This is an optimization exercise on Yosys and OpenROAD, whose aim is small area, a short achievable clock period and few clock cycles per item, not a production implementation.
RTL that was checked went through simulation tests only; none was proved equivalent to the original.
No functional check of the RTL was part of run 3.
No activity file was given, so power comes from the tool's default toggle rates.

### flow/run.sh
#!/bin/bash
# Standard ORFS layout (the standard.sh, unchanged synthesis and steps).
# Only difference: the resizer's repair_timing is asked for a setup margin,
# so it works on paths well below the 15 ns period, and ABC maps for a
# shorter period. The SDC (period, I/O delays, loads) is not changed.
set -euo pipefail
bash standard.sh SETUP_SLACK_MARGIN=11.0 ABC_CLOCK_PERIOD_IN_PS=3800 finish > standard_flow.log 2>&1
### standard.sh
#!/bin/bash
# synth_recipe.tcl (not shown) runs the flow's synth.tcl, then flattens the netlist and writes it again
# the make line also repeats each setting of config.mk as NAME=value (left out here)
make -C /OpenROAD-flow-scripts/flow DESIGN_CONFIG=/design/flow/config.mk WORK_HOME=/design/flow/orfs CLKGATE_MAP_FILE= SYNTH_SCRIPT=/design/flow/synth_recipe.tcl "${@:-finish}"
### config.mk
export PLATFORM = sky130hd
export DESIGN_NAME = fc_layer
export DESIGN_NICKNAME = fc_layer
export VERILOG_FILES = /design/flow/design.v
export SDC_FILE = /design/flow/constraint.sdc
export NUM_CORES = 4
export LEC_CHECK = 0
export CAP_MARGIN = 20
export CORE_MARGIN = 2
export CORE_UTILIZATION = 50
export CTS_BUF_LIST = sky130_fd_sc_hd__clkbuf_8 sky130_fd_sc_hd__clkbuf_16
export CTS_CLUSTER_DIAMETER = 100
export CTS_CLUSTER_SIZE = 30
export PLACE_DENSITY = 0.6
export SLEW_MARGIN = 20
export SYNTH_MEMORY_MAX_BITS = 16384
### constraint.sdc
create_clock -name core_clock -period 15.0 [get_ports {clk}]
set_input_delay 3.0000 -clock core_clock [delete_from_list [all_inputs] [get_ports {clk}]]
set_output_delay 3.0000 -clock core_clock [all_outputs]
set_load 0.01 [all_outputs]
### design.v
`timescale 1ns / 1ps
module fc_layer #(
    parameter IN_SIZE = 75,
    parameter OUT_SIZE = 10,
    parameter DATA_WIDTH = 16
)(
    input  wire clk,
    input  wire reset_n,
    input  wire start_fc,
    input  wire data_valid,
    input  wire signed [DATA_WIDTH-1:0] map_in_serial,
    input  wire signed [DATA_WIDTH-1:0] weight_serial,
    input  wire signed [DATA_WIDTH-1:0] bias_serial,
    output reg finish_fc,
    output reg signed [DATA_WIDTH-1:0] predict_out,
    output reg predict_out_valid
);
    localparam IDLE = 2'd0, LD_X = 2'd1, LD_W = 2'd2, LD_B = 2'd3;
    reg [1:0] phase;
    reg [6:0] cnt_i;      
    reg [3:0] cnt_o;      
    reg en;               
    reg first;            
    reg lastp;            
    reg push;             
    reg push2;            
    wire ld_x = data_valid && (phase == LD_X);
    wire ld_w = data_valid && (phase == LD_W);
    wire ld_b = data_valid && (phase == LD_B);
    wire last_b = (cnt_o == OUT_SIZE-1);
    reg [7:0] neg, one, two;
    always @(posedge clk or negedge reset_n) begin
        if (!reset_n) begin
            phase <= IDLE;
            cnt_i <= 7'd0;
            cnt_o <= 4'd0;
            en <= 1'b0;
            first <= 1'b0;
            lastp <= 1'b0;
            push <= 1'b0;
            push2 <= 1'b0;
            predict_out_valid <= 1'b0;
            finish_fc <= 1'b0;
        end else begin
            en <= ld_w;
            first <= ld_w && (cnt_i == 7'd0);
            lastp <= ld_w && (cnt_i == IN_SIZE-1) && (cnt_o != OUT_SIZE-1);
            push <= lastp;
            push2 <= push;
            predict_out_valid <= ld_b;
            finish_fc <= ld_b && last_b;
            if (start_fc) begin
                phase <= LD_X;
                cnt_i <= 7'd0;
                cnt_o <= 4'd0;
            end else if (data_valid) begin
                case (phase)
                    LD_X: begin
                        if (cnt_i == IN_SIZE-1) begin
                            cnt_i <= 7'd0;
                            phase <= LD_W;
                        end else
                            cnt_i <= cnt_i + 7'd1;
                    end
                    LD_W: begin
                        if (cnt_i == IN_SIZE-1) begin
                            cnt_i <= 7'd0;
                            if (cnt_o == OUT_SIZE-1) begin
                                cnt_o <= 4'd0;
                                phase <= LD_B;
                            end else
                                cnt_o <= cnt_o + 4'd1;
                        end else
                            cnt_i <= cnt_i + 7'd1;
                    end
                    LD_B: begin
                        if (cnt_o == OUT_SIZE-1) begin
                            cnt_o <= 4'd0;
                            phase <= IDLE;
                        end else
                            cnt_o <= cnt_o + 4'd1;
                    end
                    default: ;
                endcase
            end
        end
    end
    wire [15:0] wv = ld_w ? weight_serial : 16'd0;
    wire [16:0] wx = {wv, 1'b0};
    integer b;
    always @(posedge clk)
        for (b = 0; b < 8; b = b + 1) begin
            neg[b] <= wx[2*b+2];
            one[b] <= wx[2*b+1] ^ wx[2*b];
            two[b] <= (wx[2*b+2] & ~wx[2*b+1] & ~wx[2*b]) | (~wx[2*b+2] & wx[2*b+1] & wx[2*b]);
        end
    reg [16*IN_SIZE-1:0] ring;
    wire [15:0] x = ring[16*IN_SIZE-1:16*IN_SIZE-16];
    always @(posedge clk)
        if (ld_x || ld_w)
            ring <= {ld_x ? map_in_serial : ring[15:0], ring[16*IN_SIZE-1:16]};
    reg [28:0] acc_s, acc_c;
    wire [28:0] as_ = first ? 29'd1638400 : acc_s;
    wire [28:0] ac_ = first ? 29'd0 : acc_c;
    wire pp1;
    wire pp2;
    wire pp3;
    wire pp4;
    wire pp5;
    wire pp6;
    wire pp7;
    wire pp8;
    wire pp9;
    wire pp10;
    wire pp11;
    wire pp12;
    wire pp13;
    wire pp14;
    wire pp15;
    wire pp16;
    wire pp17;
    wire pp18;
    wire pp19;
    wire pp20;
    wire pp21;
    wire pp22;
    wire pp23;
    wire pp24;
    wire pp25;
    wire pp26;
    wire pp27;
    wire pp28;
    wire pp29;
    wire pp30;
    wire pp31;
    wire pp32;
    wire pp33;
    wire pp34;
    wire pp35;
    wire pp36;
    wire pp37;
    wire pp38;
    wire pp39;
    wire pp40;
    wire pp41;
    wire pp42;
    wire pp43;
    wire pp44;
    wire pp45;
    wire pp46;
    wire pp47;
    wire pp48;
    wire pp49;
    wire pp50;
    wire pp51;
    wire pp52;
    wire pp53;
    wire pp54;
    wire pp55;
    wire pp56;
    wire pp57;
    wire pp58;
    wire pp59;
    wire pp60;
    wire pp61;
    wire pp62;
    wire pp63;
    wire pp64;
    wire pp65;
    wire pp66;
    wire pp67;
    wire pp68;
    wire pp69;
    wire pp70;
    wire pp71;
    wire pp72;
    wire pp73;
    wire pp74;
    wire pp75;
    wire pp76;
    wire pp77;
    wire pp78;
    wire pp79;
    wire pp80;
    wire pp81;
    wire pp82;
    wire pp83;
    wire pp84;
    wire pp85;
    wire pp86;
    wire pp87;
    wire pp88;
    wire pp89;
    wire pp90;
    wire pp91;
    wire pp92;
    wire pp93;
    wire pp94;
    wire pp95;
    wire pp96;
    wire pp97;
    wire pp98;
    wire pp99;
    wire pp100;
    wire pp101;
    wire pp102;
    wire pp103;
    wire pp104;
    wire pp105;
    wire pp106;
    wire pp107;
    wire pp108;
    wire pp109;
    wire pp110;
    wire pp111;
    wire pp112;
    wire pp113;
    wire pp114;
    wire pp115;
    wire pp116;
    wire pp117;
    wire pp118;
    wire pp119;
    wire pp120;
    wire pp121;
    wire pp122;
    wire pp123;
    wire pp124;
    wire pp125;
    wire pp126;
    wire pp127;
    wire pp128;
    wire pp129;
    wire pp130;
    wire pp131;
    wire pp132;
    wire pp133;
    wire pp134;
    wire s135;
    wire c136;
    wire s137;
    wire c138;
    wire s139;
    wire c140;
    wire s141;
    wire c142;
    wire s143;
    wire c144;
    wire s145;
    wire c146;
    wire s147;
    wire c148;
    wire s149;
    wire c150;
    wire s151;
    wire c152;
    wire s153;
    wire c154;
    wire s155;
    wire c156;
    wire s157;
    wire c158;
    wire s159;
    wire c160;
    wire s161;
    wire c162;
    wire s163;
    wire c164;
    wire s165;
    wire c166;
    wire s167;
    wire c168;
    wire s169;
    wire c170;
    wire s171;
    wire c172;
    wire s173;
    wire c174;
    wire s175;
    wire c176;
    wire s177;
    wire c178;
    wire s179;
    wire c180;
    wire s181;
    wire c182;
    wire s183;
    wire c184;
    wire s185;
    wire c186;
    wire s187;
    wire c188;
    wire s189;
    wire c190;
    wire s191;
    wire c192;
    wire s193;
    wire c194;
    wire s195;
    wire c196;
    wire s197;
    wire c198;
    wire s199;
    wire c200;
    wire s201;
    wire c202;
    wire s203;
    wire c204;
    wire s205;
    wire c206;
    wire s207;
    wire c208;
    wire s209;
    wire c210;
    wire s211;
    wire c212;
    wire s213;
    wire c214;
    wire s215;
    wire c216;
    wire s217;
    wire c218;
    wire s219;
    wire c220;
    wire s221;
    wire c222;
    wire s223;
    wire c224;
    wire s225;
    wire c226;
    wire s227;
    wire c228;
    wire s229;
    wire c230;
    wire s231;
    wire c232;
    wire s233;
    wire c234;
    wire s235;
    wire c236;
    wire s237;
    wire c238;
    wire s239;
    wire c240;
    wire s241;
    wire c242;
    wire s243;
    wire c244;
    wire s245;
    wire c246;
    wire s247;
    wire c248;
    wire s249;
    wire c250;
    wire s251;
    wire c252;
    wire s253;
    wire c254;
    wire s255;
    wire c256;
    wire s257;
    wire c258;
    wire s259;
    wire c260;
    wire s261;
    wire c262;
    wire s263;
    wire c264;
    wire s265;
    wire c266;
    wire s267;
    wire c268;
    wire s269;
    wire c270;
    wire s271;
    wire c272;
    wire s273;
    wire c274;
    wire s275;
    wire c276;
    wire s277;
    wire c278;
    wire s279;
    wire c280;
    wire s281;
    wire c282;
    wire s283;
    wire c284;
    wire s285;
    wire c286;
    wire s287;
    wire c288;
    wire s289;
    wire c290;
    wire s291;
    wire c292;
    wire s293;
    wire c294;
    wire s295;
    wire c296;
    wire s297;
    wire c298;
    wire s299;
    wire c300;
    wire s301;
    wire c302;
    wire s303;
    wire c304;
    wire s305;
    wire c306;
    wire s307;
    wire c308;
    wire s309;
    wire c310;
    wire s311;
    wire c312;
    wire s313;
    wire c314;
    wire s315;
    wire c316;
    wire s317;
    wire c318;
    wire s319;
    wire c320;
    wire s321;
    wire c322;
    wire s323;
    wire c324;
    wire s325;
    wire c326;
    wire s327;
    wire c328;
    wire s329;
    wire c330;
    wire s331;
    wire c332;
    wire s333;
    wire c334;
    wire s335;
    wire c336;
    wire s337;
    wire c338;
    wire s339;
    wire c340;
    wire s341;
    wire c342;
    wire s343;
    wire c344;
    wire s345;
    wire c346;
    wire s347;
    wire c348;
    wire s349;
    wire c350;
    wire s351;
    wire c352;
    wire s353;
    wire c354;
    wire s355;
    wire c356;
    wire s357;
    wire c358;
    wire s359;
    wire c360;
    wire s361;
    wire c362;
    wire s363;
    wire c364;
    wire s365;
    wire c366;
    wire s367;
    wire c368;
    wire s369;
    wire c370;
    wire s371;
    wire c372;
    wire s373;
    wire c374;
    wire s375;
    wire c376;
    wire s377;
    wire c378;
    wire s379;
    wire c380;
    wire s381;
    wire c382;
    wire s383;
    wire c384;
    wire s385;
    wire c386;
    wire s387;
    wire c388;
    wire s389;
    wire c390;
    wire s391;
    wire c392;
    wire s393;
    wire c394;
    wire s395;
    wire c396;
    wire s397;
    wire c398;
    wire s399;
    wire c400;
    wire s401;
    wire c402;
    wire s403;
    wire c404;
    wire s405;
    wire c406;
    wire s407;
    wire c408;
    wire s409;
    wire c410;
    wire s411;
    wire c412;
    wire s413;
    wire c414;
    wire s415;
    wire c416;
    wire s417;
    wire c418;
    wire s419;
    wire c420;
    wire s421;
    wire c422;
    wire s423;
    wire c424;
    wire s425;
    wire c426;
    wire s427;
    wire c428;
    wire s429;
    wire c430;
    wire s431;
    wire c432;
    wire s433;
    wire c434;
    wire s435;
    wire c436;
    wire s437;
    wire c438;
    wire s439;
    wire c440;
    wire s441;
    wire c442;
    wire s443;
    wire c444;
    wire s445;
    wire c446;
    wire s447;
    wire c448;
    wire s449;
    wire c450;
    wire s451;
    wire c452;
    wire s453;
    wire c454;
    wire s455;
    wire c456;
    wire s457;
    wire c458;
    wire s459;
    wire c460;
    assign pp1 = ((one[0] & x[0])) ^ neg[0];
    assign pp2 = ((one[0] & x[1]) | (two[0] & x[0])) ^ neg[0];
    assign pp3 = ((one[0] & x[2]) | (two[0] & x[1])) ^ neg[0];
    assign pp4 = ((one[0] & x[3]) | (two[0] & x[2])) ^ neg[0];
    assign pp5 = ((one[0] & x[4]) | (two[0] & x[3])) ^ neg[0];
    assign pp6 = ((one[0] & x[5]) | (two[0] & x[4])) ^ neg[0];
    assign pp7 = ((one[0] & x[6]) | (two[0] & x[5])) ^ neg[0];
    assign pp8 = ((one[0] & x[7]) | (two[0] & x[6])) ^ neg[0];
    assign pp9 = ((one[0] & x[8]) | (two[0] & x[7])) ^ neg[0];
    assign pp10 = ((one[0] & x[9]) | (two[0] & x[8])) ^ neg[0];
    assign pp11 = ((one[0] & x[10]) | (two[0] & x[9])) ^ neg[0];
    assign pp12 = ((one[0] & x[11]) | (two[0] & x[10])) ^ neg[0];
    assign pp13 = ((one[0] & x[12]) | (two[0] & x[11])) ^ neg[0];
    assign pp14 = ((one[0] & x[13]) | (two[0] & x[12])) ^ neg[0];
    assign pp15 = ((one[0] & x[14]) | (two[0] & x[13])) ^ neg[0];
    assign pp16 = ((one[0] & x[15]) | (two[0] & x[14])) ^ neg[0];
    assign pp17 = en & ~(((one[0] & x[15]) | (two[0] & x[15])) ^ neg[0]);
    assign pp18 = ((one[1] & x[0])) ^ neg[1];
    assign pp19 = ((one[1] & x[1]) | (two[1] & x[0])) ^ neg[1];
    assign pp20 = ((one[1] & x[2]) | (two[1] & x[1])) ^ neg[1];
    assign pp21 = ((one[1] & x[3]) | (two[1] & x[2])) ^ neg[1];
    assign pp22 = ((one[1] & x[4]) | (two[1] & x[3])) ^ neg[1];
    assign pp23 = ((one[1] & x[5]) | (two[1] & x[4])) ^ neg[1];
    assign pp24 = ((one[1] & x[6]) | (two[1] & x[5])) ^ neg[1];
    assign pp25 = ((one[1] & x[7]) | (two[1] & x[6])) ^ neg[1];
    assign pp26 = ((one[1] & x[8]) | (two[1] & x[7])) ^ neg[1];
    assign pp27 = ((one[1] & x[9]) | (two[1] & x[8])) ^ neg[1];
    assign pp28 = ((one[1] & x[10]) | (two[1] & x[9])) ^ neg[1];
    assign pp29 = ((one[1] & x[11]) | (two[1] & x[10])) ^ neg[1];
    assign pp30 = ((one[1] & x[12]) | (two[1] & x[11])) ^ neg[1];
    assign pp31 = ((one[1] & x[13]) | (two[1] & x[12])) ^ neg[1];
    assign pp32 = ((one[1] & x[14]) | (two[1] & x[13])) ^ neg[1];
    assign pp33 = ((one[1] & x[15]) | (two[1] & x[14])) ^ neg[1];
    assign pp34 = en & ~(((one[1] & x[15]) | (two[1] & x[15])) ^ neg[1]);
    assign pp35 = ((one[2] & x[0])) ^ neg[2];
    assign pp36 = ((one[2] & x[1]) | (two[2] & x[0])) ^ neg[2];
    assign pp37 = ((one[2] & x[2]) | (two[2] & x[1])) ^ neg[2];
    assign pp38 = ((one[2] & x[3]) | (two[2] & x[2])) ^ neg[2];
    assign pp39 = ((one[2] & x[4]) | (two[2] & x[3])) ^ neg[2];
    assign pp40 = ((one[2] & x[5]) | (two[2] & x[4])) ^ neg[2];
    assign pp41 = ((one[2] & x[6]) | (two[2] & x[5])) ^ neg[2];
    assign pp42 = ((one[2] & x[7]) | (two[2] & x[6])) ^ neg[2];
    assign pp43 = ((one[2] & x[8]) | (two[2] & x[7])) ^ neg[2];
    assign pp44 = ((one[2] & x[9]) | (two[2] & x[8])) ^ neg[2];
    assign pp45 = ((one[2] & x[10]) | (two[2] & x[9])) ^ neg[2];
    assign pp46 = ((one[2] & x[11]) | (two[2] & x[10])) ^ neg[2];
    assign pp47 = ((one[2] & x[12]) | (two[2] & x[11])) ^ neg[2];
    assign pp48 = ((one[2] & x[13]) | (two[2] & x[12])) ^ neg[2];
    assign pp49 = ((one[2] & x[14]) | (two[2] & x[13])) ^ neg[2];
    assign pp50 = ((one[2] & x[15]) | (two[2] & x[14])) ^ neg[2];
    assign pp51 = en & ~(((one[2] & x[15]) | (two[2] & x[15])) ^ neg[2]);
    assign pp52 = ((one[3] & x[0])) ^ neg[3];
    assign pp53 = ((one[3] & x[1]) | (two[3] & x[0])) ^ neg[3];
    assign pp54 = ((one[3] & x[2]) | (two[3] & x[1])) ^ neg[3];
    assign pp55 = ((one[3] & x[3]) | (two[3] & x[2])) ^ neg[3];
    assign pp56 = ((one[3] & x[4]) | (two[3] & x[3])) ^ neg[3];
    assign pp57 = ((one[3] & x[5]) | (two[3] & x[4])) ^ neg[3];
    assign pp58 = ((one[3] & x[6]) | (two[3] & x[5])) ^ neg[3];
    assign pp59 = ((one[3] & x[7]) | (two[3] & x[6])) ^ neg[3];
    assign pp60 = ((one[3] & x[8]) | (two[3] & x[7])) ^ neg[3];
    assign pp61 = ((one[3] & x[9]) | (two[3] & x[8])) ^ neg[3];
    assign pp62 = ((one[3] & x[10]) | (two[3] & x[9])) ^ neg[3];
    assign pp63 = ((one[3] & x[11]) | (two[3] & x[10])) ^ neg[3];
    assign pp64 = ((one[3] & x[12]) | (two[3] & x[11])) ^ neg[3];
    assign pp65 = ((one[3] & x[13]) | (two[3] & x[12])) ^ neg[3];
    assign pp66 = ((one[3] & x[14]) | (two[3] & x[13])) ^ neg[3];
    assign pp67 = ((one[3] & x[15]) | (two[3] & x[14])) ^ neg[3];
    assign pp68 = en & ~(((one[3] & x[15]) | (two[3] & x[15])) ^ neg[3]);
    assign pp69 = ((one[4] & x[0])) ^ neg[4];
    assign pp70 = ((one[4] & x[1]) | (two[4] & x[0])) ^ neg[4];
    assign pp71 = ((one[4] & x[2]) | (two[4] & x[1])) ^ neg[4];
    assign pp72 = ((one[4] & x[3]) | (two[4] & x[2])) ^ neg[4];
    assign pp73 = ((one[4] & x[4]) | (two[4] & x[3])) ^ neg[4];
    assign pp74 = ((one[4] & x[5]) | (two[4] & x[4])) ^ neg[4];
    assign pp75 = ((one[4] & x[6]) | (two[4] & x[5])) ^ neg[4];
    assign pp76 = ((one[4] & x[7]) | (two[4] & x[6])) ^ neg[4];
    assign pp77 = ((one[4] & x[8]) | (two[4] & x[7])) ^ neg[4];
    assign pp78 = ((one[4] & x[9]) | (two[4] & x[8])) ^ neg[4];
    assign pp79 = ((one[4] & x[10]) | (two[4] & x[9])) ^ neg[4];
    assign pp80 = ((one[4] & x[11]) | (two[4] & x[10])) ^ neg[4];
    assign pp81 = ((one[4] & x[12]) | (two[4] & x[11])) ^ neg[4];
    assign pp82 = ((one[4] & x[13]) | (two[4] & x[12])) ^ neg[4];
    assign pp83 = ((one[4] & x[14]) | (two[4] & x[13])) ^ neg[4];
    assign pp84 = ((one[4] & x[15]) | (two[4] & x[14])) ^ neg[4];
    assign pp85 = en & ~(((one[4] & x[15]) | (two[4] & x[15])) ^ neg[4]);
    assign pp86 = ((one[5] & x[0])) ^ neg[5];
    assign pp87 = ((one[5] & x[1]) | (two[5] & x[0])) ^ neg[5];
    assign pp88 = ((one[5] & x[2]) | (two[5] & x[1])) ^ neg[5];
    assign pp89 = ((one[5] & x[3]) | (two[5] & x[2])) ^ neg[5];
    assign pp90 = ((one[5] & x[4]) | (two[5] & x[3])) ^ neg[5];
    assign pp91 = ((one[5] & x[5]) | (two[5] & x[4])) ^ neg[5];
    assign pp92 = ((one[5] & x[6]) | (two[5] & x[5])) ^ neg[5];
    assign pp93 = ((one[5] & x[7]) | (two[5] & x[6])) ^ neg[5];
    assign pp94 = ((one[5] & x[8]) | (two[5] & x[7])) ^ neg[5];
    assign pp95 = ((one[5] & x[9]) | (two[5] & x[8])) ^ neg[5];
    assign pp96 = ((one[5] & x[10]) | (two[5] & x[9])) ^ neg[5];
    assign pp97 = ((one[5] & x[11]) | (two[5] & x[10])) ^ neg[5];
    assign pp98 = ((one[5] & x[12]) | (two[5] & x[11])) ^ neg[5];
    assign pp99 = ((one[5] & x[13]) | (two[5] & x[12])) ^ neg[5];
    assign pp100 = ((one[5] & x[14]) | (two[5] & x[13])) ^ neg[5];
    assign pp101 = ((one[5] & x[15]) | (two[5] & x[14])) ^ neg[5];
    assign pp102 = en & ~(((one[5] & x[15]) | (two[5] & x[15])) ^ neg[5]);
    assign pp103 = ((one[6] & x[0])) ^ neg[6];
    assign pp104 = ((one[6] & x[1]) | (two[6] & x[0])) ^ neg[6];
    assign pp105 = ((one[6] & x[2]) | (two[6] & x[1])) ^ neg[6];
    assign pp106 = ((one[6] & x[3]) | (two[6] & x[2])) ^ neg[6];
    assign pp107 = ((one[6] & x[4]) | (two[6] & x[3])) ^ neg[6];
    assign pp108 = ((one[6] & x[5]) | (two[6] & x[4])) ^ neg[6];
    assign pp109 = ((one[6] & x[6]) | (two[6] & x[5])) ^ neg[6];
    assign pp110 = ((one[6] & x[7]) | (two[6] & x[6])) ^ neg[6];
    assign pp111 = ((one[6] & x[8]) | (two[6] & x[7])) ^ neg[6];
    assign pp112 = ((one[6] & x[9]) | (two[6] & x[8])) ^ neg[6];
    assign pp113 = ((one[6] & x[10]) | (two[6] & x[9])) ^ neg[6];
    assign pp114 = ((one[6] & x[11]) | (two[6] & x[10])) ^ neg[6];
    assign pp115 = ((one[6] & x[12]) | (two[6] & x[11])) ^ neg[6];
    assign pp116 = ((one[6] & x[13]) | (two[6] & x[12])) ^ neg[6];
    assign pp117 = ((one[6] & x[14]) | (two[6] & x[13])) ^ neg[6];
    assign pp118 = ((one[6] & x[15]) | (two[6] & x[14])) ^ neg[6];
    assign pp119 = en & ~(((one[6] & x[15]) | (two[6] & x[15])) ^ neg[6]);
    assign pp120 = ((one[7] & x[0])) ^ neg[7];
    assign pp121 = ((one[7] & x[1]) | (two[7] & x[0])) ^ neg[7];
    assign pp122 = ((one[7] & x[2]) | (two[7] & x[1])) ^ neg[7];
    assign pp123 = ((one[7] & x[3]) | (two[7] & x[2])) ^ neg[7];
    assign pp124 = ((one[7] & x[4]) | (two[7] & x[3])) ^ neg[7];
    assign pp125 = ((one[7] & x[5]) | (two[7] & x[4])) ^ neg[7];
    assign pp126 = ((one[7] & x[6]) | (two[7] & x[5])) ^ neg[7];
    assign pp127 = ((one[7] & x[7]) | (two[7] & x[6])) ^ neg[7];
    assign pp128 = ((one[7] & x[8]) | (two[7] & x[7])) ^ neg[7];
    assign pp129 = ((one[7] & x[9]) | (two[7] & x[8])) ^ neg[7];
    assign pp130 = ((one[7] & x[10]) | (two[7] & x[9])) ^ neg[7];
    assign pp131 = ((one[7] & x[11]) | (two[7] & x[10])) ^ neg[7];
    assign pp132 = ((one[7] & x[12]) | (two[7] & x[11])) ^ neg[7];
    assign pp133 = ((one[7] & x[13]) | (two[7] & x[12])) ^ neg[7];
    assign pp134 = ((one[7] & x[14]) | (two[7] & x[13])) ^ neg[7];
    assign s135 = pp13 ^ pp28;
    assign c136 = pp13 & pp28;
    assign s137 = pp14 ^ pp29;
    assign c138 = pp14 & pp29;
    assign s139 = pp15 ^ pp30 ^ pp45;
    assign c140 = (pp15 & pp30) | (pp15 & pp45) | (pp30 & pp45);
    assign s141 = pp60 ^ pp75;
    assign c142 = pp60 & pp75;
    assign s143 = pp16 ^ pp31 ^ pp46;
    assign c144 = (pp16 & pp31) | (pp16 & pp46) | (pp31 & pp46);
    assign s145 = pp61 ^ pp76;
    assign c146 = pp61 & pp76;
    assign s147 = pp17 ^ pp32 ^ pp47;
    assign c148 = (pp17 & pp32) | (pp17 & pp47) | (pp32 & pp47);
    assign s149 = pp62 ^ pp77;
    assign c150 = pp62 & pp77;
    assign s151 = pp33 ^ pp48 ^ pp63;
    assign c152 = (pp33 & pp48) | (pp33 & pp63) | (pp48 & pp63);
    assign s153 = pp34 ^ pp49;
    assign c154 = pp34 & pp49;
    assign s155 = pp7 ^ pp22;
    assign c156 = pp7 & pp22;
    assign s157 = pp8 ^ pp23;
    assign c158 = pp8 & pp23;
    assign s159 = pp9 ^ pp24 ^ pp39;
    assign c160 = (pp9 & pp24) | (pp9 & pp39) | (pp24 & pp39);
    assign s161 = pp54 ^ pp69;
    assign c162 = pp54 & pp69;
    assign s163 = pp10 ^ pp25 ^ pp40;
    assign c164 = (pp10 & pp25) | (pp10 & pp40) | (pp25 & pp40);
    assign s165 = pp55 ^ pp70;
    assign c166 = pp55 & pp70;
    assign s167 = pp11 ^ pp26 ^ pp41;
    assign c168 = (pp11 & pp26) | (pp11 & pp41) | (pp26 & pp41);
    assign s169 = pp56 ^ pp71 ^ pp86;
    assign c170 = (pp56 & pp71) | (pp56 & pp86) | (pp71 & pp86);
    assign s171 = neg[5] ^ as_[10];
    assign c172 = neg[5] & as_[10];
    assign s173 = pp12 ^ pp27 ^ pp42;
    assign c174 = (pp12 & pp27) | (pp12 & pp42) | (pp27 & pp42);
    assign s175 = pp57 ^ pp72 ^ pp87;
    assign c176 = (pp57 & pp72) | (pp57 & pp87) | (pp72 & pp87);
    assign s177 = as_[11] ^ ac_[11];
    assign c178 = as_[11] & ac_[11];
    assign s179 = s135 ^ pp43 ^ pp58;
    assign c180 = (s135 & pp43) | (s135 & pp58) | (pp43 & pp58);
    assign s181 = pp73 ^ pp88 ^ pp103;
    assign c182 = (pp73 & pp88) | (pp73 & pp103) | (pp88 & pp103);
    assign s183 = neg[6] ^ as_[12] ^ ac_[12];
    assign c184 = (neg[6] & as_[12]) | (neg[6] & ac_[12]) | (as_[12] & ac_[12]);
    assign s185 = c136 ^ s137 ^ pp44;
    assign c186 = (c136 & s137) | (c136 & pp44) | (s137 & pp44);
    assign s187 = pp59 ^ pp74 ^ pp89;
    assign c188 = (pp59 & pp74) | (pp59 & pp89) | (pp74 & pp89);
    assign s189 = pp104 ^ as_[13] ^ ac_[13];
    assign c190 = (pp104 & as_[13]) | (pp104 & ac_[13]) | (as_[13] & ac_[13]);
    assign s191 = c138 ^ s139 ^ s141;
    assign c192 = (c138 & s139) | (c138 & s141) | (s139 & s141);
    assign s193 = pp90 ^ pp105 ^ pp120;
    assign c194 = (pp90 & pp105) | (pp90 & pp120) | (pp105 & pp120);
    assign s195 = neg[7] ^ as_[14] ^ ac_[14];
    assign c196 = (neg[7] & as_[14]) | (neg[7] & ac_[14]) | (as_[14] & ac_[14]);
    assign s197 = c140 ^ c142 ^ s143;
    assign c198 = (c140 & c142) | (c140 & s143) | (c142 & s143);
    assign s199 = s145 ^ pp91 ^ pp106;
    assign c200 = (s145 & pp91) | (s145 & pp106) | (pp91 & pp106);
    assign s201 = pp121 ^ as_[15] ^ ac_[15];
    assign c202 = (pp121 & as_[15]) | (pp121 & ac_[15]) | (as_[15] & ac_[15]);
    assign s203 = c144 ^ c146 ^ s147;
    assign c204 = (c144 & c146) | (c144 & s147) | (c146 & s147);
    assign s205 = s149 ^ pp92 ^ pp107;
    assign c206 = (s149 & pp92) | (s149 & pp107) | (pp92 & pp107);
    assign s207 = pp122 ^ as_[16] ^ ac_[16];
    assign c208 = (pp122 & as_[16]) | (pp122 & ac_[16]) | (as_[16] & ac_[16]);
    assign s209 = c148 ^ c150 ^ s151;
    assign c210 = (c148 & c150) | (c148 & s151) | (c150 & s151);
    assign s211 = pp78 ^ pp93 ^ pp108;
    assign c212 = (pp78 & pp93) | (pp78 & pp108) | (pp93 & pp108);
    assign s213 = pp123 ^ as_[17] ^ ac_[17];
    assign c214 = (pp123 & as_[17]) | (pp123 & ac_[17]) | (as_[17] & ac_[17]);
    assign s215 = c152 ^ s153 ^ pp64;
    assign c216 = (c152 & s153) | (c152 & pp64) | (s153 & pp64);
    assign s217 = pp79 ^ pp94 ^ pp109;
    assign c218 = (pp79 & pp94) | (pp79 & pp109) | (pp94 & pp109);
    assign s219 = pp124 ^ as_[18] ^ ac_[18];
    assign c220 = (pp124 & as_[18]) | (pp124 & ac_[18]) | (as_[18] & ac_[18]);
    assign s221 = c154 ^ pp50 ^ pp65;
    assign c222 = (c154 & pp50) | (c154 & pp65) | (pp50 & pp65);
    assign s223 = pp80 ^ pp95 ^ pp110;
    assign c224 = (pp80 & pp95) | (pp80 & pp110) | (pp95 & pp110);
    assign s225 = pp125 ^ as_[19] ^ ac_[19];
    assign c226 = (pp125 & as_[19]) | (pp125 & ac_[19]) | (as_[19] & ac_[19]);
    assign s227 = pp51 ^ pp66 ^ pp81;
    assign c228 = (pp51 & pp66) | (pp51 & pp81) | (pp66 & pp81);
    assign s229 = pp96 ^ pp111 ^ pp126;
    assign c230 = (pp96 & pp111) | (pp96 & pp126) | (pp111 & pp126);
    assign s231 = as_[20] ^ ac_[20];
    assign c232 = as_[20] & ac_[20];
    assign s233 = pp67 ^ pp82 ^ pp97;
    assign c234 = (pp67 & pp82) | (pp67 & pp97) | (pp82 & pp97);
    assign s235 = pp112 ^ pp127 ^ as_[21];
    assign c236 = (pp112 & pp127) | (pp112 & as_[21]) | (pp127 & as_[21]);
    assign s237 = pp68 ^ pp83 ^ pp98;
    assign c238 = (pp68 & pp83) | (pp68 & pp98) | (pp83 & pp98);
    assign s239 = pp113 ^ pp128;
    assign c240 = pp113 & pp128;
    assign s241 = pp84 ^ pp99 ^ pp114;
    assign c242 = (pp84 & pp99) | (pp84 & pp114) | (pp99 & pp114);
    assign s243 = pp85 ^ pp100;
    assign c244 = pp85 & pp100;
    assign s245 = pp3 ^ pp18;
    assign c246 = pp3 & pp18;
    assign s247 = pp4 ^ pp19;
    assign c248 = pp4 & pp19;
    assign s249 = pp5 ^ pp20 ^ pp35;
    assign c250 = (pp5 & pp20) | (pp5 & pp35) | (pp20 & pp35);
    assign s251 = neg[2] ^ as_[4];
    assign c252 = neg[2] & as_[4];
    assign s253 = pp6 ^ pp21 ^ pp36;
    assign c254 = (pp6 & pp21) | (pp6 & pp36) | (pp21 & pp36);
    assign s255 = as_[5] ^ ac_[5];
    assign c256 = as_[5] & ac_[5];
    assign s257 = s155 ^ pp37 ^ pp52;
    assign c258 = (s155 & pp37) | (s155 & pp52) | (pp37 & pp52);
    assign s259 = neg[3] ^ as_[6] ^ ac_[6];
    assign c260 = (neg[3] & as_[6]) | (neg[3] & ac_[6]) | (as_[6] & ac_[6]);
    assign s261 = c156 ^ s157 ^ pp38;
    assign c262 = (c156 & s157) | (c156 & pp38) | (s157 & pp38);
    assign s263 = pp53 ^ as_[7] ^ ac_[7];
    assign c264 = (pp53 & as_[7]) | (pp53 & ac_[7]) | (as_[7] & ac_[7]);
    assign s265 = c158 ^ s159 ^ s161;
    assign c266 = (c158 & s159) | (c158 & s161) | (s159 & s161);
    assign s267 = neg[4] ^ as_[8] ^ ac_[8];
    assign c268 = (neg[4] & as_[8]) | (neg[4] & ac_[8]) | (as_[8] & ac_[8]);
    assign s269 = c160 ^ c162 ^ s163;
    assign c270 = (c160 & c162) | (c160 & s163) | (c162 & s163);
    assign s271 = s165 ^ as_[9] ^ ac_[9];
    assign c272 = (s165 & as_[9]) | (s165 & ac_[9]) | (as_[9] & ac_[9]);
    assign s273 = c164 ^ c166 ^ s167;
    assign c274 = (c164 & c166) | (c164 & s167) | (c166 & s167);
    assign s275 = s169 ^ s171 ^ ac_[10];
    assign c276 = (s169 & s171) | (s169 & ac_[10]) | (s171 & ac_[10]);
    assign s277 = c168 ^ c170 ^ c172;
    assign c278 = (c168 & c170) | (c168 & c172) | (c170 & c172);
    assign s279 = s173 ^ s175 ^ s177;
    assign c280 = (s173 & s175) | (s173 & s177) | (s175 & s177);
    assign s281 = c174 ^ c176 ^ c178;
    assign c282 = (c174 & c176) | (c174 & c178) | (c176 & c178);
    assign s283 = s179 ^ s181 ^ s183;
    assign c284 = (s179 & s181) | (s179 & s183) | (s181 & s183);
    assign s285 = c180 ^ c182 ^ c184;
    assign c286 = (c180 & c182) | (c180 & c184) | (c182 & c184);
    assign s287 = s185 ^ s187 ^ s189;
    assign c288 = (s185 & s187) | (s185 & s189) | (s187 & s189);
    assign s289 = c186 ^ c188 ^ c190;
    assign c290 = (c186 & c188) | (c186 & c190) | (c188 & c190);
    assign s291 = s191 ^ s193 ^ s195;
    assign c292 = (s191 & s193) | (s191 & s195) | (s193 & s195);
    assign s293 = c192 ^ c194 ^ c196;
    assign c294 = (c192 & c194) | (c192 & c196) | (c194 & c196);
    assign s295 = s197 ^ s199 ^ s201;
    assign c296 = (s197 & s199) | (s197 & s201) | (s199 & s201);
    assign s297 = c198 ^ c200 ^ c202;
    assign c298 = (c198 & c200) | (c198 & c202) | (c200 & c202);
    assign s299 = s203 ^ s205 ^ s207;
    assign c300 = (s203 & s205) | (s203 & s207) | (s205 & s207);
    assign s301 = c204 ^ c206 ^ c208;
    assign c302 = (c204 & c206) | (c204 & c208) | (c206 & c208);
    assign s303 = s209 ^ s211 ^ s213;
    assign c304 = (s209 & s211) | (s209 & s213) | (s211 & s213);
    assign s305 = c210 ^ c212 ^ c214;
    assign c306 = (c210 & c212) | (c210 & c214) | (c212 & c214);
    assign s307 = s215 ^ s217 ^ s219;
    assign c308 = (s215 & s217) | (s215 & s219) | (s217 & s219);
    assign s309 = c216 ^ c218 ^ c220;
    assign c310 = (c216 & c218) | (c216 & c220) | (c218 & c220);
    assign s311 = s221 ^ s223 ^ s225;
    assign c312 = (s221 & s223) | (s221 & s225) | (s223 & s225);
    assign s313 = c222 ^ c224 ^ c226;
    assign c314 = (c222 & c224) | (c222 & c226) | (c224 & c226);
    assign s315 = s227 ^ s229 ^ s231;
    assign c316 = (s227 & s229) | (s227 & s231) | (s229 & s231);
    assign s317 = c228 ^ c230 ^ c232;
    assign c318 = (c228 & c230) | (c228 & c232) | (c230 & c232);
    assign s319 = s233 ^ s235 ^ ac_[21];
    assign c320 = (s233 & s235) | (s233 & ac_[21]) | (s235 & ac_[21]);
    assign s321 = c234 ^ c236 ^ s237;
    assign c322 = (c234 & c236) | (c234 & s237) | (c236 & s237);
    assign s323 = s239 ^ as_[22] ^ ac_[22];
    assign c324 = (s239 & as_[22]) | (s239 & ac_[22]) | (as_[22] & ac_[22]);
    assign s325 = c238 ^ c240 ^ s241;
    assign c326 = (c238 & c240) | (c238 & s241) | (c240 & s241);
    assign s327 = pp129 ^ as_[23] ^ ac_[23];
    assign c328 = (pp129 & as_[23]) | (pp129 & ac_[23]) | (as_[23] & ac_[23]);
    assign s329 = c242 ^ s243 ^ pp115;
    assign c330 = (c242 & s243) | (c242 & pp115) | (s243 & pp115);
    assign s331 = pp130 ^ as_[24] ^ ac_[24];
    assign c332 = (pp130 & as_[24]) | (pp130 & ac_[24]) | (as_[24] & ac_[24]);
    assign s333 = c244 ^ pp101 ^ pp116;
    assign c334 = (c244 & pp101) | (c244 & pp116) | (pp101 & pp116);
    assign s335 = pp131 ^ as_[25] ^ ac_[25];
    assign c336 = (pp131 & as_[25]) | (pp131 & ac_[25]) | (as_[25] & ac_[25]);
    assign s337 = pp102 ^ pp117 ^ pp132;
    assign c338 = (pp102 & pp117) | (pp102 & pp132) | (pp117 & pp132);
    assign s339 = as_[26] ^ ac_[26];
    assign c340 = as_[26] & ac_[26];
    assign s341 = pp118 ^ pp133 ^ as_[27];
    assign c342 = (pp118 & pp133) | (pp118 & as_[27]) | (pp133 & as_[27]);
    assign s343 = pp119 ^ pp134;
    assign c344 = pp119 & pp134;
    assign s345 = pp1 ^ neg[0];
    assign c346 = pp1 & neg[0];
    assign s347 = pp2 ^ as_[1];
    assign c348 = pp2 & as_[1];
    assign s349 = s245 ^ neg[1] ^ as_[2];
    assign c350 = (s245 & neg[1]) | (s245 & as_[2]) | (neg[1] & as_[2]);
    assign s351 = c246 ^ s247 ^ as_[3];
    assign c352 = (c246 & s247) | (c246 & as_[3]) | (s247 & as_[3]);
    assign s353 = c248 ^ s249 ^ s251;
    assign c354 = (c248 & s249) | (c248 & s251) | (s249 & s251);
    assign s355 = c250 ^ c252 ^ s253;
    assign c356 = (c250 & c252) | (c250 & s253) | (c252 & s253);
    assign s357 = c254 ^ c256 ^ s257;
    assign c358 = (c254 & c256) | (c254 & s257) | (c256 & s257);
    assign s359 = c258 ^ c260 ^ s261;
    assign c360 = (c258 & c260) | (c258 & s261) | (c260 & s261);
    assign s361 = c262 ^ c264 ^ s265;
    assign c362 = (c262 & c264) | (c262 & s265) | (c264 & s265);
    assign s363 = c266 ^ c268 ^ s269;
    assign c364 = (c266 & c268) | (c266 & s269) | (c268 & s269);
    assign s365 = c270 ^ c272 ^ s273;
    assign c366 = (c270 & c272) | (c270 & s273) | (c272 & s273);
    assign s367 = c274 ^ c276 ^ s277;
    assign c368 = (c274 & c276) | (c274 & s277) | (c276 & s277);
    assign s369 = c278 ^ c280 ^ s281;
    assign c370 = (c278 & c280) | (c278 & s281) | (c280 & s281);
    assign s371 = c282 ^ c284 ^ s285;
    assign c372 = (c282 & c284) | (c282 & s285) | (c284 & s285);
    assign s373 = c286 ^ c288 ^ s289;
    assign c374 = (c286 & c288) | (c286 & s289) | (c288 & s289);
    assign s375 = c290 ^ c292 ^ s293;
    assign c376 = (c290 & c292) | (c290 & s293) | (c292 & s293);
    assign s377 = c294 ^ c296 ^ s297;
    assign c378 = (c294 & c296) | (c294 & s297) | (c296 & s297);
    assign s379 = c298 ^ c300 ^ s301;
    assign c380 = (c298 & c300) | (c298 & s301) | (c300 & s301);
    assign s381 = c302 ^ c304 ^ s305;
    assign c382 = (c302 & c304) | (c302 & s305) | (c304 & s305);
    assign s383 = c306 ^ c308 ^ s309;
    assign c384 = (c306 & c308) | (c306 & s309) | (c308 & s309);
    assign s385 = c310 ^ c312 ^ s313;
    assign c386 = (c310 & c312) | (c310 & s313) | (c312 & s313);
    assign s387 = c314 ^ c316 ^ s317;
    assign c388 = (c314 & c316) | (c314 & s317) | (c316 & s317);
    assign s389 = c318 ^ c320 ^ s321;
    assign c390 = (c318 & c320) | (c318 & s321) | (c320 & s321);
    assign s391 = c322 ^ c324 ^ s325;
    assign c392 = (c322 & c324) | (c322 & s325) | (c324 & s325);
    assign s393 = c326 ^ c328 ^ s329;
    assign c394 = (c326 & c328) | (c326 & s329) | (c328 & s329);
    assign s395 = c330 ^ c332 ^ s333;
    assign c396 = (c330 & c332) | (c330 & s333) | (c332 & s333);
    assign s397 = c334 ^ c336 ^ s337;
    assign c398 = (c334 & c336) | (c334 & s337) | (c336 & s337);
    assign s399 = c338 ^ c340 ^ s341;
    assign c400 = (c338 & c340) | (c338 & s341) | (c340 & s341);
    assign s401 = c342 ^ s343 ^ as_[28];
    assign c402 = (c342 & s343) | (c342 & as_[28]) | (s343 & as_[28]);
    assign s403 = s345 ^ as_[0];
    assign c404 = s345 & as_[0];
    assign s405 = c346 ^ s347 ^ ac_[1];
    assign c406 = (c346 & s347) | (c346 & ac_[1]) | (s347 & ac_[1]);
    assign s407 = c348 ^ s349 ^ ac_[2];
    assign c408 = (c348 & s349) | (c348 & ac_[2]) | (s349 & ac_[2]);
    assign s409 = c350 ^ s351 ^ ac_[3];
    assign c410 = (c350 & s351) | (c350 & ac_[3]) | (s351 & ac_[3]);
    assign s411 = c352 ^ s353 ^ ac_[4];
    assign c412 = (c352 & s353) | (c352 & ac_[4]) | (s353 & ac_[4]);
    assign s413 = c354 ^ s355 ^ s255;
    assign c414 = (c354 & s355) | (c354 & s255) | (s355 & s255);
    assign s415 = c356 ^ s357 ^ s259;
    assign c416 = (c356 & s357) | (c356 & s259) | (s357 & s259);
    assign s417 = c358 ^ s359 ^ s263;
    assign c418 = (c358 & s359) | (c358 & s263) | (s359 & s263);
    assign s419 = c360 ^ s361 ^ s267;
    assign c420 = (c360 & s361) | (c360 & s267) | (s361 & s267);
    assign s421 = c362 ^ s363 ^ s271;
    assign c422 = (c362 & s363) | (c362 & s271) | (s363 & s271);
    assign s423 = c364 ^ s365 ^ s275;
    assign c424 = (c364 & s365) | (c364 & s275) | (s365 & s275);
    assign s425 = c366 ^ s367 ^ s279;
    assign c426 = (c366 & s367) | (c366 & s279) | (s367 & s279);
    assign s427 = c368 ^ s369 ^ s283;
    assign c428 = (c368 & s369) | (c368 & s283) | (s369 & s283);
    assign s429 = c370 ^ s371 ^ s287;
    assign c430 = (c370 & s371) | (c370 & s287) | (s371 & s287);
    assign s431 = c372 ^ s373 ^ s291;
    assign c432 = (c372 & s373) | (c372 & s291) | (s373 & s291);
    assign s433 = c374 ^ s375 ^ s295;
    assign c434 = (c374 & s375) | (c374 & s295) | (s375 & s295);
    assign s435 = c376 ^ s377 ^ s299;
    assign c436 = (c376 & s377) | (c376 & s299) | (s377 & s299);
    assign s437 = c378 ^ s379 ^ s303;
    assign c438 = (c378 & s379) | (c378 & s303) | (s379 & s303);
    assign s439 = c380 ^ s381 ^ s307;
    assign c440 = (c380 & s381) | (c380 & s307) | (s381 & s307);
    assign s441 = c382 ^ s383 ^ s311;
    assign c442 = (c382 & s383) | (c382 & s311) | (s383 & s311);
    assign s443 = c384 ^ s385 ^ s315;
    assign c444 = (c384 & s385) | (c384 & s315) | (s385 & s315);
    assign s445 = c386 ^ s387 ^ s319;
    assign c446 = (c386 & s387) | (c386 & s319) | (s387 & s319);
    assign s447 = c388 ^ s389 ^ s323;
    assign c448 = (c388 & s389) | (c388 & s323) | (s389 & s323);
    assign s449 = c390 ^ s391 ^ s327;
    assign c450 = (c390 & s391) | (c390 & s327) | (s391 & s327);
    assign s451 = c392 ^ s393 ^ s331;
    assign c452 = (c392 & s393) | (c392 & s331) | (s393 & s331);
    assign s453 = c394 ^ s395 ^ s335;
    assign c454 = (c394 & s395) | (c394 & s335) | (s395 & s335);
    assign s455 = c396 ^ s397 ^ s339;
    assign c456 = (c396 & s397) | (c396 & s339) | (s397 & s339);
    assign s457 = c398 ^ s399 ^ ac_[27];
    assign c458 = (c398 & s399) | (c398 & ac_[27]) | (s399 & ac_[27]);
    assign s459 = c400 ^ s401 ^ ac_[28];
    assign c460 = (c400 & s401) | (c400 & ac_[28]) | (s401 & ac_[28]);
    always @(posedge clk) begin
        acc_s <= {c458, c456, c454, c452, c450, c448, c446, c444, c442, c440, c438, c436, c434, c432, c430, c428, c426, c424, c422, c420, c418, c416, c414, c412, c410, c408, c406, c404, s403};
        acc_c <= {s459, s457, s455, s453, s451, s449, s447, s445, s443, s441, s439, s437, s435, s433, s431, s429, s427, s425, s423, s421, s419, s417, s415, s413, s411, s409, s407, s405, ac_[0]};
    end
    wire [28:0] sum = acc_s + acc_c;
    reg [15:0] sum_r;     
    always @(posedge clk)
        sum_r <= sum[28:13];
    reg [16*(OUT_SIZE-1)-1:0] psum;
    always @(posedge clk)
        if (push2 || (ld_b && !last_b))
            psum <= {sum_r, psum[16*(OUT_SIZE-1)-1:16]};
    always @(posedge clk)
        predict_out <= (last_b ? sum_r : psum[15:0]) + bias_serial;
endmodule
==> flow_summary_export.csv, run 1 <==
group,metric,value,unit
routing,dr_wl_met2,36.8,mm
routing,drt_wl_total,82.4,mm
power_and_ir_drop,leakagePower,20.5,nW
timing,fin_crit_sh,0.283,
grt,grt_max_degree,99,
worst_setup_path,critPathMaxStageDelay,0.42,ns
worst_setup_path,end_kind,"output pin",
timing,period_needed,4.24,ns
power_and_ir_drop,irDropWorstVdd,0.000109,V
finish,finish.utilization,0.560,
synth,synth_edf_count,1344,
clock_tree,cts.sinks,1477,
timing,clock_skew,0.0392,ns
synth,yosysTopAreaCellShare,0.770,
grt,grt_pass1_wl,128,mm
clock_tree,cts_max_level,2,
clock_tree,cts_hold_buf,0,
placed_design,place.gp.congestion,0.802,
finish,fillers,7683,
placed_design,place.port_buffers,69,
clock_tree,cts_tree,"yes",
worst_setup_path,crit_buf_inv,1,
die,core_area,104000,µm²
timing,rsz0062_at_grt,"true",
routing,final_antenna_net_count,0,
synth,ys_warn_count,1,
finish,nNetsFinal,3013,
synth,avgSynthCellArea,20.0,µm²
finish,drive_above_1_share,0.0965,
worst_setup_path,path_cells,"buf_6",
clock_tree,cts_buffers,57,
synth,synth_nets,2880,
clock_tree,worstSkewPairLatency,0.70,ns
timing,tightest_slew,1.12,ns
timing,setup_viol_count_final,0,
routing,routed-wl-met3,3.17,mm
placed_design,post-dp-hpwl,44.9,mm
timing,finalWorstSetupSlack,10.76,ns
finish,fin_area,58100,µm²
grt,first_global_vias,22200,
die,initial_core_util,0.505,
routing,routed_via_density,5.23,
power_and_ir_drop,powerDensity,118,nW/µm²
synth,yosysTopAreaCell,"edfxtp_1",
worst_setup_path,crit_fanout,1,
worst_setup_path,worstPathArrival,1.24,ns
routing,drt-met1-wl,40.6,mm
finish,syn_to_final_growth,10.8,%
finish,final_cells,4172,
clock_tree,path_clk_slew,0.12,ns
finish,multi_input_area,8690,µm²
synth,yosys_register_bits,1477,
die,io_pins,70,
outcome,status,"timing/DRC/antenna clean",
worst_setup_path,required,12.00,ns
die,die_area,107000,µm²
timing,slew_viol_final,0,
synth,synth_ff_type,"edfxtp_1",
grt,antenna_found_initial,3,
worst_setup_path,cp_slowest_cell,"dfrtp_1",
timing,max_freq,236,MHz
routing,drt_iter0_drc,1886,
synth,async_reset_ff_frac,0.0135,
synth,syn_area,52400,µm²
synth,ys_seq_area_frac,0.823,
timing,finalHoldViolCount,0,
grt,gr-total-overflow,0,
worst_setup_path,cp_top_family,"flip-flops",
die,die_x,328,µm
synth,synth_area_leaders,"edfxtp_1 77%, fa_1 5.3%, dfxtp_1 4.3%, xnor2_1 1.9%, a22oi_1 1.7%",
finish,final-seq-area,43200,µm²
routing,wl_per_cell,19.7,µm
placed_design,place_ws,7.64,ns
routing,top_layer,"met4",
flow_run,cap_violations,0,
min_path,hp-class,"reg2reg",
clock_tree,root_buffer,"clkbuf_16",
clock_tree,clockBufferDepth,3,
worst_setup_path,start_kind,"flip-flop",
die,row_count,118,
synth,synth_cells,2619,
worst_setup_path,r2r_slack,11.16,ns
placed_design,dp.cells,4013,
timing,slew_headroom,0.252,
routing,drc_errors,0,
worst_setup_path,setup.worst_path.class,"reg2out",
synth,synth_cell_types,66,
die,dieHeight,328,µm
routing,firstDrtPassIters,5,
grt,grt_usage,0.153,
placed_design,place_area,54800,µm²
routing,vias,21800,
power_and_ir_drop,total_power,0.00683,W
[cells by family after synthesis]
kind of cell / count (synthesis) / synth area share
xor gates and xnor gates: 175 / 0.0292
AOI/OAI and AO/OA: 231 / 0.0316
adders and majority gates: 209 / 0.0697
DFF: 1477 / 0.823
and+or+nand+nor: 268 / 0.0256
buffers and inverters: 240 / 0.0174
muxes: 19 / 0.00401
[placed cells by master, fill, tap and decap left out, drive strengths merged, types with 4 or more instances in the layout]
| cell | count |
|---|---|
| nor3 | 10 |
| nand4 | 6 |
| nand2 | 88 |
| diode | 4 |
| xor2 | 60 |
| o21a | 5 |
| dfxtp | 113 |
| dlygate4sd2 | 10 |
| nor2 | 55 |
| ha | 71 |
| a221oi | 4 |
| dfrtp | 20 |
| nor2b | 36 |
| xnor2 | 115 |
| a21o | 8 |
| and2 | 11 |
| fa | 138 |
| mux2 | 16 |
| nand2b | 27 |
| a22oi | 120 |
| clkdlybuf4s50 | 37 |
| inv | 190 |
| nand3 | 8 |
| clkbuf | 62 |
| o21ai | 24 |
| and3 | 14 |
| buf | 93 |
| bufbuf | 10 |
| edfxtp | 1344 |
| a21oi | 46 |
[area by class of cell]
class | count | area share
diodes | 4 | 0.000172
clock buffers | 58 | 0.0250
clock inverters | 37 | 0.00420
inverters | 156 | 0.0101
multi-input cells | 905 | 0.150
flip-flops and latches | 1477 | 0.743
well taps | 1380 | 0.0297
repair buffers | 155 | 0.0382
[report_power, final]
group	total [W]	switching (W)	internal, W
Clock	0.00189	0.00116	0.000725
Combinational	0.000189	0.000114	0.0000751
Sequential	0.00475	0.0000615	0.00469
Total	0.00683	0.00134	0.00549
[what timing repair did]
action,4_1_cts,5_1_grt
endpoints found under the setup margin,1387,349
cloned,28,3
gates resized for setup,197,33
setup buffers,19,9
pin swaps,18,15
[routing by layer]
layer / vias up / track usage
met5: - / 0
met4: 0 / 0.0444
met3: 104 / 0.0203
met2: 363 / 0.231
met1: 11500 / 0.236
li1: 9896 / -
[path summary, 6_finish.rpt]
check | startpoint | endpoint | cells past startpoint
worst max-delay path | predict_out_valid | predict_out_valid | 1
worst max register to register | one[4] | acc_c[16] | 9
min in group asynchronous | reset_n | lastp | 1
worst min-delay path | push | push2 | 0
max in group asynchronous | reset_n | first | 1
worst min register to register | push | push2 | 0
[stage by stage]
stage               hold slack (ns)  setup TNS, ns
floorplan                     0.331       -7840.46
global placement              0.333              0
detailed placement            0.344              0
CTS                           0.382              0
global route                  0.386              0
finish                        0.377              0
[state kept, by name, indices dropped and copies added (netlist names), 16 cells and up]
register,flops
ring,1200
psum,144
acc_s,29
acc_c,28
predict_out,16
sum_r,16
[synth_stat cells (2+ instances only)]
cell type,n
dfrtp_1,20
and3_1,11
or2_2,2
nand2b_1,27
nand3b_1,2
nand2_1,88
inv_1,156
xnor2_1,115
nand4_1,5
nand3_1,7
fa_1,138
a21oi_1,45
clkbuf_1,75
o211ai_1,2
and2_1,11
a21o_1,5
a22oi_1,120
nor3_1,9
buf_2,7
buf_1,2
or3_1,2
dfxtp_1,113
and3_2,2
mux2_2,16
nor2_1,55
ha_1,71
xor2_1,60
a311o_1,2
mux2i_1,3
a31oi_1,3
o21a_1,5
a221oi_2,3
nor2b_1,36
o21ai_0,23
a211oi_2,2
edfxtp_1,1344
o21bai_1,3
Testbench counts, summed over its fixed seeds: cycles 53,504, images 64.
==> run 2, diff against run 1 <==
--- a/config.mk
+++ b/config.mk
@@ -10,3 +10,2 @@
 export CORE_UTILIZATION = 50
-export CTS_BUF_LIST = sky130_fd_sc_hd__clkbuf_8 sky130_fd_sc_hd__clkbuf_16
 export CTS_CLUSTER_DIAMETER = 100
==> run 2 against run 1 <==
Net effect: still clean on timing, DRC and antenna; critical path depth stayed put; register-to-register slack about the same; flip-flop and latch count did not move; fmax about the same; clock power hardly changed; setup slack improved by 0.0022 ns; largest cell class unchanged.
==> flow_summary_export.csv, run 2 <==
group,metric,value,unit
synth,yosysTopAreaCellShare,0.770,
synth,yosys_register_bits,1477,
routing,drt_wl_total,83.4,mm
grt,top_usage_layer,"met1",
die,dieHeight,328,µm
worst_setup_path,crit_end,"predict_out_valid",
placed_design,place_ws,7.64,ns
worst_setup_path,crit_fanout,1,
worst_setup_path,path_cells,"buf_6",
timing,setup_viol_count_final,0,
timing,max_freq,236,MHz
timing,period_needed,4.24,ns
timing,slew_viol_final,0,
synth,syn_area,52400,µm²
synth,ys_warn_count,1,
die,die_area,107000,µm²
worst_setup_path,r2r-end,"acc_c[18]",
worst_setup_path,r2r_cells,9,
clock_tree,path_clk_slew,0.12,ns
timing,finalHoldViolCount,0,
routing,vias,22000,
min_path,hp-class,"reg2reg",
worst_setup_path,crit_buf_inv,1,
clock_tree,cts_buffers,57,
grt,grt_pass1_wl,128,mm
die,row_count,118,
finish,nNetsFinal,3029,
worst_setup_path,r2r_slack,11.17,ns
synth,yosysTopAreaCell,"edfxtp_1",
finish,regMostFlops,"ring",
power_and_ir_drop,leakagePower,20.5,nW
timing,rsz0062_at_grt,"true",
finish,final-seq-area,43200,µm²
finish,top_regs,"ring (1200), psum (144), acc_s (29)",
grt,antenna_found_initial,2,
worst_setup_path,required,12.00,ns
clock_tree,root_buffer,"clkbuf_16",
synth,synth_cell_types,66,
grt,gr-total-overflow,0,
finish,drive_above_1_share,0.102,
flow_run,cap_violations,0,
finish,final_cell_mix,"1344 x edfxtp_1, 156 x inv_1, 137 x fa_1",
synth,synth_nets,2880,
worst_setup_path,setup.worst_path.class,"reg2out",
finish,largest_reg_flops,1200,
finish,multi_input_area,8690,µm²
grt,grtUsageMet1,0.238,
power_and_ir_drop,total_power,0.00685,W
worst_setup_path,critPathMaxStageDelay,0.42,ns
placed_design,place.port_buffers,69,
synth,yosysMostFrequentCell,"edfxtp_1",
clock_tree,worstSkewPairLatency,0.70,ns
timing,tightest_slew,1.13,ns
worst_setup_path,worstPathArrival,1.24,ns
worst_setup_path,cp_top_family,"flip-flops",
routing,final_antenna_net_count,0,
clock_tree,cts.sinks,1477,
synth,synth_cells,2619,
grt,met2_usage,0.230,
synth,synth_area_leaders,"edfxtp_1 77%, fa_1 5.3%, dfxtp_1 4.3%, xnor2_1 1.9%, a22oi_1 1.7%",
synth,async_reset_ff_frac,0.0135,
placed_design,post-dp-hpwl,44.9,mm
worst_setup_path,start_kind,"flip-flop",
die,die_x,328,µm
worst_setup_path,end_kind,"output pin",
worst_setup_path,cp_slowest_cell,"dfrtp_1",
finish,final_common_cell,"edfxtp_1",
synth,synth_commonest_cells,"1344 x edfxtp_1, 156 x inv_1, 138 x fa_1",
die,core_area,104000,µm²
die,initial_core_util,0.505,
synth,avgSynthCellArea,20.0,µm²
worst_setup_path,path_depth,1,
power_and_ir_drop,powerDensity,117,nW/µm²
timing,clock_skew,0.0343,ns
synth,ys_seq_area_frac,0.823,
grt,first_global_vias,22200,
synth,synth_ff_type,"edfxtp_1",
grt,grt_usage,0.153,
power_and_ir_drop,irDropWorstVdd,0.000111,V
routing,drc_errors,0,
finish,fillers,7658,
synth,synth_edf_count,1344,
clock_tree,cts_tree,"yes",
placed_design,place.gp.congestion,0.802,
grt,grt_max_degree,100,
clock_tree,cts_max_level,2,
die,io_pins,70,
worst_setup_path,timing.critical_path.from,"predict_out_valid",
timing,fin_crit_sh,0.283,
routing,routed_via_density,5.26,
finish,syn_to_final_growth,11.3,%
outcome,status,"timing/DRC/antenna clean",
timing,finalWorstSetupSlack,10.76,ns
worst_setup_path,reg2reg_from,"two[3]",
routing,wl_per_cell,19.9,µm
routing,firstDrtPassIters,5,
grt,use_met3,0.0203,
timing,slew_headroom,0.245,
clock_tree,clockBufferDepth,3,
routing,drt_iter0_drc,1930,
-- run 2: layout make-up --
type                       instances  area share
sequential                      1477       0.740
timing repair buffer             171      0.0422
multi-input combinational        905       0.149
tap                             1380      0.0296
clock buffer                      86      0.0267
clock inverter                     9     0.00238
antenna                            3    0.000129
inverter                         156      0.0100
-- run 2: how the worst min path moves through the flow --
stage,start,to,slack (ns),cells after the start
CTS,push,push2,0.38,0
global route,push,push2,0.39,0
floorplan,lastp,push,0.33,0
finish,push,push2,0.38,0
detailed placement,push,push2,0.34,0
global placement,push,push2,0.33,0
-- run 2: what timing repair did --
action,in CTS,in global routing
buffers inserted,25,10
setup endpoints to repair,1387,758
gates cloned,25,15
hold buffers,0,0
pin swaps,18,15
gates resized for setup,193,43
-- run 2: kinds of logic (layout without fill, tap and decap cells) --
kind of cell | Yosys count | count (layout) | share of synthesized area
muxes | 19 | 19 | 0.00401
and+or+nand+nor | 268 | 268 | 0.0256
adders and majority gates | 209 | 209 | 0.0697
buffers and inverters | 240 | 422 | 0.0174
DFF | 1477 | 1477 | 0.823
other | 0 | 3 | 0
xor gates and xnor gates | 175 | 175 | 0.0292
AOI/OAI and AO/OA | 231 | 234 | 0.0316
-- run 2: per-stage QoR --
stage | std cells | area [µm²] | utilization | setup TNS (ns) | hold WS, ns
final | 4187 | 58300 | 0.562 | 0 | 0.377
after CTS | 4158 | 57800 | 0.557 | 0 | 0.382
after global placement | 4013 | 54800 | 0.528 | 0 | 0.333
after global routing | 4186 | 58300 | 0.562 | 0 | 0.386
after floorplan | 2619 | 52500 | - | -7840.46 | 0.331
after detailed placement | 4013 | 54800 | 0.528 | 0 | 0.344
-- run 2: per-layer routing --
layer / routed length (µm) / up-vias
met5: 0 / -
met4: 1840 / 0
met3: 3300 / 108
met2: 37300 / 424
met1: 41000 / 11600
li1: - / 9928
-- run 2: power breakdown --
part           switching, W  internal, W
logic              0.000116    0.0000801
registers         0.0000619      0.00469
clock network       0.00116     0.000744
total               0.00134      0.00551
==> run 3, diff against run 2 <==
--- a/design.v
+++ b/design.v
@@ -21,2 +21,4 @@
     reg [3:0] cnt_o;      
+    reg ring_en;          
+    reg ring_ld;          
     reg en;               
@@ -26,4 +28,3 @@
     reg push2;            
-    wire ld_x = data_valid && (phase == LD_X);
-    wire ld_w = data_valid && (phase == LD_W);
+    reg [15:0] d;         
     wire ld_b = data_valid && (phase == LD_B);
@@ -36,2 +37,4 @@
             cnt_o <= 4'd0;
+            ring_en <= 1'b0;
+            ring_ld <= 1'b0;
             en <= 1'b0;
@@ -44,5 +47,7 @@
         end else begin
-            en <= ld_w;
-            first <= ld_w && (cnt_i == 7'd0);
-            lastp <= ld_w && (cnt_i == IN_SIZE-1) && (cnt_o != OUT_SIZE-1);
+            ring_en <= data_valid && (phase == LD_X || phase == LD_W);
+            ring_ld <= (phase == LD_X);
+            en <= data_valid && (phase == LD_W);
+            first <= data_valid && (phase == LD_W) && (cnt_i == 7'd0);
+            lastp <= data_valid && (phase == LD_W) && (cnt_i == IN_SIZE-1) && (cnt_o != OUT_SIZE-1);
             push <= lastp;
@@ -87,3 +92,6 @@
     end
-    wire [15:0] wv = ld_w ? weight_serial : 16'd0;
+    always @(posedge clk) begin
+        d <= map_in_serial;
+    end
+    wire [15:0] wv = (data_valid && phase == LD_W) ? weight_serial : 16'd0;
     wire [16:0] wx = {wv, 1'b0};
@@ -97,6 +105,6 @@
     reg [16*IN_SIZE-1:0] ring;
-    wire [15:0] x = ring[16*IN_SIZE-1:16*IN_SIZE-16];
+    wire [15:0] x = ring[15:0];
     always @(posedge clk)
-        if (ld_x || ld_w)
-            ring <= {ld_x ? map_in_serial : ring[15:0], ring[16*IN_SIZE-1:16]};
+        if (ring_en)
+            ring <= {ring_ld ? d : x, ring[16*IN_SIZE-1:16]};
     reg [28:0] acc_s, acc_c;
==> run 3 against run 2 <==
Net effect: still clean on timing, DRC and antenna; clock power increased by 3%; total power increased by 0.73%; register-to-register slack about the same; flip-flop and latch count increased by 18; wire length decreased by 4.6%; setup slack got worse by 0.22 ns; non-clock buffer count decreased by 40.
==> flow_summary_export.csv, run 3 <==
group,metric,value,unit
routing,vias,21900,
synth,synth_cells,2669,
power_and_ir_drop,total_power,0.00690,W
routing,routed_via_density,5.19,
die,row_count,119,
clock_tree,path_clk_slew,0.12,ns
worst_setup_path,critPathMaxStageDelay,0.41,ns
worst_setup_path,start_kind,"input port",
synth,yosysMostFrequentCell,"edfxtp_1",
die,die_x,329,µm
timing,max_freq,224,MHz
synth,synth_area_leaders,"edfxtp_1 76%, fa_1 5.2%, dfxtp_1 4.9%, xnor2_1 1.8%, a22oi_1 1.7%",
finish,top_regs,"ring (1200), psum (144), acc_s (29)",
timing,finalHoldViolCount,0,
timing,slew_viol_final,0,
routing,firstDrtPassIters,7,
grt,antenna_found_initial,9,
grt,grt_pass1_wl,125,mm
finish,final_common_cell,"edfxtp_1",
routing,wl_per_cell,18.9,µm
placed_design,place.port_buffers,69,
synth,yosys_register_bits,1495,
die,io_pins,70,
outcome,status,"timing/DRC/antenna clean",
synth,synth_cell_types,54,
power_and_ir_drop,leakagePower,20.1,nW
worst_setup_path,end_kind,"flip-flop",
synth,yosysTopAreaCell,"edfxtp_1",
finish,syn_to_final_growth,8.88,%
synth,yosysTopAreaCellShare,0.764,
synth,ys_warn_count,1,
power_and_ir_drop,powerDensity,120,nW/µm²
synth,async_reset_ff_frac,0.0147,
routing,drt_iter0_drc,2452,
clock_tree,cts_max_level,2,
die,core_area,105000,µm²
timing,slew_headroom,0.239,
clock_tree,clockBufferDepth,3,
placed_design,place_ws,8.81,ns
worst_setup_path,setup.worst_path.class,"in2reg",
synth,synth_ff_type,"edfxtp_1",
grt,grt_usage,0.146,
die,die_area,108000,µm²
synth,synth_commonest_cells,"1344 x edfxtp_1, 153 x inv_1, 138 x fa_1",
clock_tree,cts.sinks,1495,
timing,final.setup.tns,0,ns
clock_tree,root_buffer,"clkbuf_16",
clock_tree,cts_tree,"yes",
worst_setup_path,path_cells,"buf_6 -> ha_4 -> fa_2 -> a211oi_2 -> nor2_2 -> o31a_1 -> o21a_1 -> or3_4 -> a21oi_4 -> xnor2_2",
finish,largest_reg_flops,1200,
placed_design,post-dp-hpwl,45.9,mm
finish,final_cell_mix,"1344 x edfxtp_1, 153 x inv_1, 137 x fa_1",
clock_tree,cts_hold_buf,0,
timing,rsz0062_at_grt,"true",
worst_setup_path,required,15.64,ns
worst_setup_path,worstPathArrival,5.09,ns
timing,tightest_slew,1.14,ns
worst_setup_path,cp_slowest_cell,"or3_4",
synth,synth_nets,2930,
finish,nNetsFinal,3033,
timing,finalWorstSetupSlack,10.54,ns
synth,ys_seq_area_frac,0.823,
power_and_ir_drop,irDropWorstVdd,0.000101,V
die,initial_core_util,0.503,
routing,drc_errors,0,
finish,drive_above_1_share,0.0822,
grt,grt_max_degree,203,
timing,period_needed,4.46,ns
synth,avgSynthCellArea,19.8,µm²
min_path,hp-class,"reg2reg",
flow_run,cap_violations,0,
==> run 3: changes by cell type after synthesis, moves of 6 or more <==
cell,delta
a211oi_1,+10
a21o_1,+8
buf_2,-7
clkbuf_1,+12
dfxtp_1,+16
nand2_1,+8
nand3_1,+6
nor2_1,+8
o21ai_0,+6
xnor2_1,-7
==> run 3: repair_timing <==
action	in CTS	in global routing
setup endpoints to repair	304	269
gates cloned	3	0
pin swaps	17	21
resized for setup	132	43
buffers inserted	20	20
==> run 3: area by class of cell <==
type                            instances  area, µm²  share of cell area
Clock buffer                          101       1640              0.0286
Antenna cell                            3       7.51            0.000131
Clock inverter                          9        141             0.00246
Multi-Input combinational cell        932       8670               0.151
Inverter                              154        578              0.0100
Sequential cell                      1495      43500               0.757
Tap cell                             1391       1740              0.0303
Timing Repair Buffer                  131       1220              0.0213
==> run 3: path summary, 6_finish.rpt <==
| kind | startpoint | to | slack [ns] | cells after the start |
|---|---|---|---|---|
| max in group asynchronous | reset_n | ring_en | 12.34 | 1 |
| hold reg to reg | lastp | push | 0.36 | 0 |
| setup reg to reg | two[2] | acc_c[15] | 11.17 | 9 |
| min in group asynchronous | reset_n | cnt_o[3] | 2.27 | 1 |
| hold / removal | lastp | push | 0.36 | 0 |
| setup / recovery | bias_serial[0] | predict_out[12] | 10.54 | 10 |
==> run 3: per-stage QoR <==
step / utilization / cells / hold slack, ns / area, µm²
2_1_floorplan: - / 2669 / 0.331 / 52800
3_3_place_gp: 0.524 / 4060 / 0.336 / 55100
3_5_place_dp: 0.524 / 4060 / 0.335 / 55100
4_1_cts: 0.545 / 4193 / 0.361 / 57200
5_1_grt: 0.547 / 4216 / 0.373 / 57500
6_report: 0.547 / 4216 / 0.360 / 57500
==> run 3: worst max-delay path: cells and delay by family <==
| kind | cells | cell delay (ns) |
|---|---|---|
| compound gates | 4 | 0.86 |
| fa+ha+maj | 2 | 0.53 |
| simple gates | 2 | 0.49 |
| xor+xnor | 1 | 0.12 |
| buf+inv | 1 | 0.10 |
==> run 3: power breakdown <==
part	internal [W]	switching (W)	leakage (nW)
clock network	0.000775	0.00118	0.850
registers	0.00474	0.0000623	14.5
logic	0.0000433	0.0000960	4.77
==> run 3: kinds of logic after synthesis <==
group,count (synthesis),synth area share
DFF,1495,0.823
and+or+nand+nor,281,0.0256
adders and majority gates,209,0.0691
buffers and inverters,245,0.0174
xor gates and xnor gates,171,0.0283
AOI/OAI and AO/OA,250,0.0326
muxes,18,0.00379
==> run 3: per-layer routing <==
metal / track usage / share of wire / vias to the layer above
met5: 0 / 0.00074 / -
met4: 0.0444 / 0.022 / 10
met3: 0.0225 / 0.043 / 118
met2: 0.208 / 0.43 / 407
met1: 0.233 / 0.50 / 11300
li1: - / - / 10000

Check on run 3: ideal ports give 10.544 ns setup slack; a clkbuf_16 on the clock port and buf_2 on the inputs give 10.583 ns; moving port delays by the midpoint clock arrival (0.762 ns) as well gives 9.821 ns.
